This design comes from an exercise in tuning for small area on the open sky130 flow, not from production work. Function was checked by simulation only, so behaviour that the tests miss may differ from the original. Power figures rest on the tool's default switching activity, not on a simulated workload.

## all_mod
module all_mod (
    input  logic       clk, rst, wr, rd,
    input  logic       rx,
    input  logic [2:0] addr,
    input  logic [7:0] din,
    output logic       tx,
    output logic [7:0] dout
);
    logic       baud_pulse, baud_d, fifo_en;
    logic [7:0] lcr;
    logic       tx_fifo_push, tx_fifo_pop, tx_fifo_empty;
    logic [7:0] tx_fifo_out;
    logic       rx_fifo_push, rx_fifo_pop, rx_fifo_empty, r_oe, r_pe, r_fe;
    logic [7:0] rx_fifo_out, rx_out;
    regs_uart uart_regs_inst (
        .clk (clk),
        .rst (rst),
        .wr_i (wr),
        .rd_i (rd),
        .rx_fifo_empty_i (rx_fifo_empty),
        .rx_oe (r_oe),
        .rx_pe (r_pe),
        .rx_fe (r_fe),
        .rx_fifo_in (rx_fifo_out),
        .addr_i (addr),
        .din_i (din),
        .tx_push_o (tx_fifo_push),
        .rx_pop_o (rx_fifo_pop),
        .baud_out (baud_pulse),
        .baud_d (baud_d),
        .fifo_en (fifo_en),
        .lcr (lcr),
        .dout_o (dout)
    );
    uart_tx_top uart_tx_inst (
        .clk (clk),
  ...
export LEC_CHECK = 0
export CAP_MARGIN = 20
export CORE_MARGIN = 2
export CORE_UTILIZATION = 40
export PLACE_DENSITY = 0.75
export SLEW_MARGIN = 20
create_clock -name core_clock -period 10.0 [get_ports {clk}]
standard.sh (not shown) runs the stock make flow with config.mk's settings and CLKGATE_MAP_FILE= SYNTH_SCRIPT=/design/flow/synth_recipe.tcl, a recipe that flattens the netlist after the stock synthesis.
==> flow/flow/run.sh <==
#!/bin/bash
# Own layout flow: the standard ORFS flow (standard.sh, with its synthesis unchanged) with
# two layout choices changed through ORFS's own variables:
#  - port buffers use the smallest buffer cell (buf_1) instead of the resizer's default pick;
#  - the clock tree uses clkbuf_16 leaf buffers on clusters of up to 30 flip-flops (clkbuf_8
#    above them) and inserts no dummy loads.
# make's full output goes to standard_flow.log here; each ORFS step also logs under orfs/logs.
set -euo pipefail
export BUFFER_PORTS_ARGS="-buffer_cell sky130_fd_sc_hd__buf_1"
export CTS_ARGS="-sink_clustering_enable -repair_clock_nets -sink_clustering_size 30 -sink_clustering_max_diameter 100 -buf_list sky130_fd_sc_hd__clkbuf_16 -root_buf sky130_fd_sc_hd__clkbuf_8 -tree_buf sky130_fd_sc_hd__clkbuf_8 -sink_clustering_buffer sky130_fd_sc_hd__clkbuf_16 -dont_use_dummy_load"
bash standard.sh finish > standard_flow.log 2>&1
Next try:
==> flow/flow/run.sh (replaced) <==
#!/bin/bash
# Own layout flow: the standard ORFS flow (standard.sh, unchanged synthesis) with two
# layout choices changed through ORFS's own variables:
#  - port buffers use the smallest buffer cell instead of the resizer's default pick;
#  - the clock tree uses clkbuf_16 leaf buffers on clusters of up to 26 flip-flops and
#    inserts no dummy loads.
set -euo pipefail
export BUFFER_PORTS_ARGS="-buffer_cell sky130_fd_sc_hd__buf_1"
export CTS_ARGS="-sink_clustering_enable -repair_clock_nets -sink_clustering_size 30 -sink_clustering_max_diameter 100 -buf_list sky130_fd_sc_hd__clkbuf_16 -root_buf sky130_fd_sc_hd__clkbuf_8 -tree_buf sky130_fd_sc_hd__clkbuf_8 -sink_clustering_buffer sky130_fd_sc_hd__clkbuf_16 -dont_use_dummy_load"
bash standard.sh finish > standard_flow.log 2>&1
Settings changed: CORE_UTILIZATION 40 to 55, PLACE_DENSITY 0.75 to unset.
Clock skew falls by 7.2 ps.
Wire length rose by about 6%.
Power climbs by 0.73%.
Non-clock buffer count came out higher by 4.
Global-route usage is higher by 6.7 points.
Flip-flop and latch count is unchanged.
Worst hold slack improved by 9.6 ps.
Cell area decreases by 0.95%.
Next try:
==> flow/run.sh (new file) <==
#!/bin/bash
# synth_recipe.tcl (not shown) runs the flow's synth.tcl, then flattens the netlist and writes it again
# the make line also repeats each setting of config.mk as NAME=value (left out here)
make -C /OpenROAD-flow-scripts/flow DESIGN_CONFIG=/design/flow/config.mk WORK_HOME=/design/flow/orfs CLKGATE_MAP_FILE= SYNTH_SCRIPT=/design/flow/synth_recipe.tcl finish
Settings changed: CORE_UTILIZATION 55 to 40, CTS_BUF_LIST set to sky130_fd_sc_hd__clkbuf_16, CTS_CLUSTER_DIAMETER set to 100, CTS_CLUSTER_SIZE set to 26, PLACE_DENSITY set to 0.75.
removed: flow/flow/run.sh
removed: flow/standard.sh
Design area went up by 3.1%.
Hold slack loses 10 ps.
Final cell count went up by 11%.
Global-route usage went down by 6.5 points.


Another version of the RTL of all_mod (not shown whole).
For scale: about 1400 cells after synthesis, ~390 flip-flops, roughly 25 I/O pins, roughly 17000 µm² of cells after synthesis.
clock: 10.0 ns
lec_check: 0
cap_margin: 20
core_margin: 2
core_utilization: 60
cts_buf_list: sky130_fd_sc_hd__clkbuf_2 sky130_fd_sc_hd__clkbuf_4 sky130_fd_sc_hd__clkbuf_8
slew_margin: 20
run.sh (not shown) runs the stock make flow with config.mk's settings and CLKGATE_MAP_FILE= SYNTH_SCRIPT=/design/flow/synth_recipe.tcl, a recipe that flattens the netlist after the stock synthesis.
Stock flow here: none of the scripts above is used.
Edit:
Settings changed: CORE_UTILIZATION 60 to 40, CTS_BUF_LIST sky130_fd_sc_hd__clkbuf_2 sky130_fd_sc_hd__clkbuf_4 sky130_fd_sc_hd__clkbuf_8 to default.
Effect: Clock skew decreases by 0.0059 ns; global-route usage goes down by 8.5 points; combinational power is about the same; clock power goes up by about 10%; total power climbs by 2.9%.
Edit:
Settings changed: CTS_BUF_LIST from default to sky130_fd_sc_hd__clkbuf_16, CTS_CLUSTER_DIAMETER from default to 100, CTS_CLUSTER_SIZE from default to 30.
Result: Utilization came out lower by 2.2 points. Sequential power barely changes. Wire length came out lower by about 2.7%. Total power came out lower by about 15%. Clock skew came out higher by 0.011 ns. Design area came out lower by 4.9%. Via count came out lower by about 2.5%. Setup slack loses 0.023 ns.


Setup of build 96:
all_mod, a different RTL version from the one above (not shown whole).
Size: roughly 1200 cells after synthesis, ~25 I/O pins, roughly 0.016 sq mm of cells after synthesis.
clock: 10.0 ns
lec_check: 0
cap_margin: 10
core_margin: 2
core_utilization: 40
cts_buf_list: sky130_fd_sc_hd__clkbuf_16
cts_cluster_diameter: 100
cts_cluster_size: 26
slew_margin: 10
standard.sh (not shown) runs the stock make flow with config.mk's settings and CLKGATE_MAP_FILE= SYNTH_SCRIPT=/design/flow/synth_recipe.tcl, a recipe that flattens the netlist after the stock synthesis.
==> flow/flow/run.sh <==
#!/bin/bash
# Own layout flow: the standard ORFS flow (standard.sh, unchanged synthesis) with two
# layout choices changed through ORFS's own variables:
#  - port buffers use the smallest buffer cell instead of the resizer's default pick;
#  - the clock tree uses clkbuf_16 leaf buffers on clusters of up to 26 flip-flops and
#    inserts no dummy loads.
set -euo pipefail
export BUFFER_PORTS_ARGS="-buffer_cell sky130_fd_sc_hd__buf_1"
export CTS_ARGS="-sink_clustering_enable -repair_clock_nets -sink_clustering_size 26 -sink_clustering_max_diameter 100 -buf_list sky130_fd_sc_hd__clkbuf_16 -root_buf sky130_fd_sc_hd__clkbuf_8 -tree_buf sky130_fd_sc_hd__clkbuf_8 -sink_clustering_buffer sky130_fd_sc_hd__clkbuf_16 -dont_use_dummy_load"
bash standard.sh finish > standard_flow.log 2>&1
Here is what was changed in the inputs of build 59 compared with build 96.
-- flow/flow/run.sh --
<<< build 96, line 9
export CTS_ARGS="-sink_clustering_enable -repair_clock_nets -sink_clustering_size 26 -sink_clustering_max_diameter 100 -buf_list sky130_fd_sc_hd__clkbuf_16 -root_buf sky130_fd_sc_hd__clkbuf_8 -tree_buf sky130_fd_sc_hd__clkbuf_8 -sink_clustering_buffer sky130_fd_sc_hd__clkbuf_16 -dont_use_dummy_load"
>>> build 59, line 9
export CTS_ARGS="-sink_clustering_enable -repair_clock_nets -sink_clustering_size 30 -sink_clustering_max_diameter 100 -buf_list sky130_fd_sc_hd__clkbuf_16 -root_buf sky130_fd_sc_hd__clkbuf_8 -tree_buf sky130_fd_sc_hd__clkbuf_8 -sink_clustering_buffer sky130_fd_sc_hd__clkbuf_16 -dont_use_dummy_load"
[summary]
Timing-limited maximum frequency was higher in build 96 than in build 59. Wire: build 59 routes less than build 96. Per the final summary, build 59 finished and its layout is clean on timing, DRC and antenna. Taking build 96 as the reference, in build 59 number of clock buffers in the layout moved down, final area neither gained nor lost much, total clock buffers created by CTS decreased by 2 relative to the old numbers, wire length of the first global-routing pass shows a reduction of about 0.6%. First-pass detailed-route iteration total | build 59 below build 96. Compared to build 96, build 59 has part of the total power dissipated in the clock network 0.9 points lower.
The following lists how build 22 was set up differently from build 59:
Settings: changing CAP_MARGIN from 10 to 20; changing SLEW_MARGIN from 10 to 20.
-- flow/flow/run.sh --
<<< build 59, line 9
export CTS_ARGS="-sink_clustering_enable -repair_clock_nets -sink_clustering_size 30 -sink_clustering_max_diameter 100 -buf_list sky130_fd_sc_hd__clkbuf_16 -root_buf sky130_fd_sc_hd__clkbuf_8 -tree_buf sky130_fd_sc_hd__clkbuf_8 -sink_clustering_buffer sky130_fd_sc_hd__clkbuf_16 -dont_use_dummy_load"
>>> build 22, line 9
export CTS_ARGS="-sink_clustering_enable -repair_clock_nets -sink_clustering_size 26 -sink_clustering_max_diameter 100 -buf_list sky130_fd_sc_hd__clkbuf_16 -dont_use_dummy_load"
Notes after the runs:
Between build 22 and build 59, the number of vias in the routed layout is higher for build 22. Per the comparison of build 22 with build 59, worst hold slack shows a reduction of 0.0037 ns, number of antenna violations at the first check in global routing went down 1, register-to-register setup slack dropped 0.03 ns, all-layer global routing usage ~0 delta, overall die area neither gained nor lost much. Taking build 59 as the reference, in build 22 aggregate routed wire length now larger, sequential cell count comparable, minimum clock period after layout now larger, final cell area excluding filler cells now larger.


RTL: one of the versions met above, not the one the previous note started from.
Size in the first run: roughly 1400 cells after synthesis, about 0.017 mm² of cells after synthesis.
Settings: LEC_CHECK=0, CAP_MARGIN=20, CORE_MARGIN=2, CORE_UTILIZATION=40, CTS_BUF_LIST=sky130_fd_sc_hd__clkbuf_4, CTS_CLUSTER_SIZE=30, SLEW_MARGIN=20; clock period 10.0 ns.
run.sh (not shown) runs the stock make flow with config.mk's settings and CLKGATE_MAP_FILE= SYNTH_SCRIPT=/design/flow/synth_recipe.tcl, a recipe that flattens the netlist after the stock synthesis.
Stock flow here: none of the scripts above is used.
The starting point completed without violations.
==> next run, changes <==
Settings changed: CTS_BUF_LIST sky130_fd_sc_hd__clkbuf_4 to sky130_fd_sc_hd__clkbuf_8, CTS_CLUSTER_DIAMETER from default to 60, CTS_CLUSTER_SIZE 30 to 18.
After rerunning:
- worst hold slack hardly moves
- synthesized cell count stays the same
- setup slack degrades by 0.19 ns
- critical path depth stays the same
- die area is unchanged

[afterwards: timing with drivers on the ports]
Ports are ideal in the flow. The routed layouts listed here were re-timed in OpenROAD. Step 1 assumes that a clkbuf_16 drives the clock port and a buf_2 every other input. Step 2 moves the port delays by t, midway between the first and last clock arrival at a register: inputs arrive t later, outputs are due t later. That takes back most of the time a late clock gives input paths. a / b / c = ideal / step 1 / step 2; a / b = the first two.
run | t, ns | setup slack, ns | worst setup path after step 2 | latest minus earliest clock arrival (ns) | pins driven straight from the clock port
the first run of note 1 | 0.615 | 6.098 / 6.110 / 5.495 | input to register | 0.090 / 0.090 | 1
the second run of note 1 | 0.603 | 6.187 / 6.212 / 5.610 | input to register | 0.089 / 0.089 | 1
the third run of note 1 | 0.577 | 5.672 / 5.694 / 5.118 | input to register | 0.039 / 0.039 | 1
the first run of note 2 | 0.618 | 5.419 / 5.440 / 4.822 | input to register | 0.026 / 0.026 | 1
the second run of note 2 | 0.627 | 5.488 / 5.516 / 4.889 | input to register | 0.025 / 0.025 | 1
the third run of note 2 | 0.587 | 5.465 / 5.492 / 4.905 | input to register | 0.040 / 0.039 | 1
build 96 | 0.629 | 5.575 / 5.592 / 4.963 | input to register | 0.113 / 0.113 | 1
build 59 | 0.610 | 5.559 / 5.574 / 4.965 | input to register | 0.118 / 0.117 | 1
build 22 | 0.558 | 5.519 / 5.540 / 4.981 | input to register | 0.082 / 0.083 | 1
the first run of note 4 | 0.855 | 5.704 / 5.722 / 4.867 | input to register | 0.096 / 0.096 | 1
the second run of note 4 | 0.647 | 5.515 / 5.537 / 4.889 | input to register | 0.053 / 0.053 | 1
After both steps every run listed still meets setup and hold. The setup slack of the first run of note 4, which loses most, moves by +0.018 ns with the drivers and by -0.837 ns with both steps.
